What follows belongs to an exercise in optimizing a design on an open flow for small area; a production flow would make more cautious choices.
In this exercise RTL edits were held to simulation tests only and were not proved equivalent to the original.
No activity file was given, so power comes from the tool's default toggle rates.

==> inputs of job 7317 <==
## Draw_Waveform
module Draw_Waveform(
    input clk_sample,  
    input rst,         
    input waveform_sw,
    input freeze_sw,
    input advanced_sw,
    input [9:0] wave_sample,
    input [11:0] VGA_HORZ_COORD,
    input [11:0] VGA_VERT_COORD,
    input [2:0] colour_select,
    output reg [3:0] VGA_Red_waveform,
    output reg [3:0] VGA_Green_waveform,
    output reg [3:0] VGA_Blue_waveform
    );
clock: 25.0 ns
lec_check: 0
cap_margin: 30
core_margin: 2
core_utilization: 65
gpl_timing_driven: 0
setup_slack_margin: 0.8
slew_margin: 30
synth_hierarchical: 1
synth_memory_max_bits: 100000
standard.sh (not shown) runs the stock make flow with config.mk's settings and CLKGATE_MAP_FILE= SYNTH_SCRIPT=/design/flow/synth_recipe.tcl, a recipe that flattens the netlist after the stock synthesis.
==> flow/flow/run.sh <==
#!/bin/bash
# Layout flow: the standard flow (standard.sh) with a leaner clock tree and faster port
# buffers. Synthesis is the standard one, unchanged.
#  - clock tree: clkbuf_16 at the sinks (clusters of up to 30 flip-flops within 50 um),
#    clkbuf_8 in the tree, clkbuf_16 at the root, and no dummy loads;
#  - port buffers: buf_4 instead of the default delay-cell buffer.
# Each step's full output goes to a log file of its own in the folder this runs in; ORFS also
# keeps its per-step logs under orfs/logs.
set -euo pipefail
export CTS_ARGS="-sink_clustering_enable -repair_clock_nets -sink_clustering_size 30 -sink_clustering_max_diameter 50 -buf_list sky130_fd_sc_hd__clkbuf_8 -sink_clustering_buffer sky130_fd_sc_hd__clkbuf_16 -root_buf sky130_fd_sc_hd__clkbuf_16 -dont_use_dummy_load"
export BUFFER_PORTS_ARGS="-buffer_cell sky130_fd_sc_hd__buf_4"
bash standard.sh synth > synth.log 2>&1
bash standard.sh place > place.log 2>&1
bash standard.sh cts > cts.log 2>&1
bash standard.sh finish > route_finish.log 2>&1
==> job 9673 (differences from job 7317) <==
==> flow/run.sh (new file) <==
#!/bin/bash
# synth_recipe.tcl (not shown) runs the flow's synth.tcl, then flattens the netlist and writes it again
# the make line also repeats each setting of config.mk as NAME=value (left out here)
make -C /OpenROAD-flow-scripts/flow DESIGN_CONFIG=/design/flow/config.mk WORK_HOME=/design/flow/orfs CLKGATE_MAP_FILE= SYNTH_SCRIPT=/design/flow/synth_recipe.tcl finish
- CTS_BUF_LIST: not set -> sky130_fd_sc_hd__clkbuf_16
- CTS_CLUSTER_DIAMETER: not set -> 45
- CTS_CLUSTER_SIZE: not set -> 30
removed: flow/flow/run.sh
removed: flow/standard.sh
==> run notes <==
In job 7317 the combinational power is lower than in job 9673, by about 6%. Sequential power is about the same in job 7317 and job 9673. Between job 7317 and job 9673, the lower total power is in job 7317 (gap 14%, measured against job 9673). Against job 7317, the clock skew of job 9673 is lower by 130 ps. In die area, job 9673 and job 7317 do not differ.

==> run a <==
Starting RTL as in the previous note.
export LEC_CHECK = 0
export CAP_MARGIN = 40
export CORE_MARGIN = 2
export CORE_UTILIZATION = 76
export GPL_TIMING_DRIVEN = 0
export SETUP_SLACK_MARGIN = 0.8
export SLEW_MARGIN = 40
export SYNTH_HIERARCHICAL = 1
export SYNTH_MEMORY_MAX_BITS = 100000
create_clock -name core_clock -period 25.0 [get_ports {clk_sample}]
==> flow/flow/run.sh <==
#!/bin/bash
# Layout flow: the standard flow (standard.sh) with a leaner clock tree, faster port
# buffers and timing repair limited to sizing and buffering. Synthesis is the standard one,
# unchanged.
#  - clock tree: clkbuf_16 at the sinks (clusters of up to 30 flip-flops within 50 um),
#    clkbuf_8 in the tree, clkbuf_16 at the root, and no dummy loads;
#  - port buffers: buf_4 instead of the default delay-cell buffer;
#  - repair_timing without pin swapping or gate cloning, so that the layout's netlist keeps
#    the synthesized structure.
# Each step's full output goes to a log file of its own in the folder this runs in; ORFS also
# keeps its per-step logs under orfs/logs.
set -euo pipefail
export CTS_ARGS="-sink_clustering_enable -repair_clock_nets -sink_clustering_size 30 -sink_clustering_max_diameter 50 -buf_list sky130_fd_sc_hd__clkbuf_8 -sink_clustering_buffer sky130_fd_sc_hd__clkbuf_16 -root_buf sky130_fd_sc_hd__clkbuf_16 -dont_use_dummy_load"
export BUFFER_PORTS_ARGS="-buffer_cell sky130_fd_sc_hd__buf_4"
export SKIP_PIN_SWAP=1
export SKIP_GATE_CLONING=1
bash standard.sh synth > synth.log 2>&1
bash standard.sh place > place.log 2>&1
bash standard.sh cts > cts.log 2>&1
bash standard.sh finish > route_finish.log 2>&1
==> run b (differences from run a) <==
==> flow/flow/run.sh (replaced) <==
#!/bin/bash
# Layout flow: the standard flow (standard.sh) with a leaner clock tree and faster port
# buffers. Synthesis is the standard one, unchanged.
#  - clock tree: clkbuf_16 at the sinks (clusters of up to 30 flip-flops within 50 um),
#    clkbuf_8 in the tree, clkbuf_16 at the root, and no dummy loads;
#  - port buffers: buf_4 instead of the default delay-cell buffer.
# Each step's full output goes to a log file of its own in the folder this runs in; ORFS also
# keeps its per-step logs under orfs/logs.
set -euo pipefail
export CTS_ARGS="-sink_clustering_enable -repair_clock_nets -sink_clustering_size 30 -sink_clustering_max_diameter 50 -buf_list sky130_fd_sc_hd__clkbuf_8 -sink_clustering_buffer sky130_fd_sc_hd__clkbuf_16 -root_buf sky130_fd_sc_hd__clkbuf_16 -dont_use_dummy_load"
export BUFFER_PORTS_ARGS="-buffer_cell sky130_fd_sc_hd__buf_4"
bash standard.sh synth > synth.log 2>&1
bash standard.sh place > place.log 2>&1
bash standard.sh cts > cts.log 2>&1
bash standard.sh finish > route_finish.log 2>&1
Settings changed: CAP_MARGIN 40 to 10, CORE_UTILIZATION 76 to 65, SLEW_MARGIN 40 to 10.
==> summary of the runs <==
Run a finished clean. Run b finished but failed the layout checks on capacitance limit, slew limit.
In run a the critical path depth is higher than in run b, by 1.
Area after synthesis is the same in run b and run a.
In synthesized cell count, run b and run a do not differ.
In sequential power, run b and run a hardly differ.
Against run b, the sequential share of layout area of run a is higher by 0.13 points.
Worst hold slack: run b is worse than run a (35 ps).
Of run b and run a, run a has the higher combinational power (gap about 2%, measured against run a).
==> figures <==
quantity                                                                                       run b                 run a
Starting density of the core                                                                   65.2%                 76.2%
Pin count of the biggest net entering global routing                                              82                    54
Utilization of the core after routing                                                          71.7%                 83.7%
Number of standard-cell rows in the floorplan                                                    307                   284
End of the worst hold path                                                               ering[1021]           sring[7449]
Count of vias placed by the detailed router                                                   302000                314000
Crit-path max cell delay                                                                     1240 ps                970 ps
Worst setup path end                                                             VGA_Red_waveform[3]  VGA_Blue_waveform[3]
Ratio of final minimum period to clock period                                                  97.5%                 98.4%
Number of placed instances with taps included                                                  40800                 39900
Depth of the critical timing path with buffers and inverters included                             44                    45
Result of the run                                                         complete, but fails checks  no timing/DRC/antenna violations
Violated checks                                                        capacitance limit, slew limit                     -
Grt met2 use                                                                                   58.3%                 68.3%
Vias in the first global route                                                                284000                299000
Core Box Area                                                                           699000 sq um          598000 sq um

port drivers added, routing unchanged:
Ports are ideal in the flow. The routed layouts listed here were re-timed in OpenROAD.
Step 1: set_driving_cell puts a clkbuf_16 on clk_sample and a buf_2 on each other input, an assumption about the parent block.
Step 2 adds t to the input delays and takes it off the output delays; t is the mean of the earliest and latest rising clock arrival at the registers after step 1. Input paths then give back, and output paths get back, about the clock's delay inside the block.
Slacks: ideal / step 1 / step 2; pairs: ideal / step 1.
run | t (ns) | slack for setup (ns) | worst hold slack (ns) | worst register clock-pin slew, ns
job 7317 | 1.558 | 0.658 / 0.515 / 0.515 | 0.159 / 0.159 / 0.159 | 0.11 / 0.11
job 9673 | 1.419 | 0.341 / 0.178 / 0.178 | 0.276 / 0.276 / 0.276 | 0.10 / 0.10
run a | 1.528 | 0.403 / 0.348 / 0.348 | 0.198 / 0.198 / 0.198 | 0.11 / 0.11
run b | 1.565 | 0.634 / 0.492 / 0.492 | 0.163 / 0.163 / 0.163 | 0.11 / 0.11
The setup slack of job 9673, which loses most, moves by -0.163 ns with the drivers and by -0.163 ns with both steps.
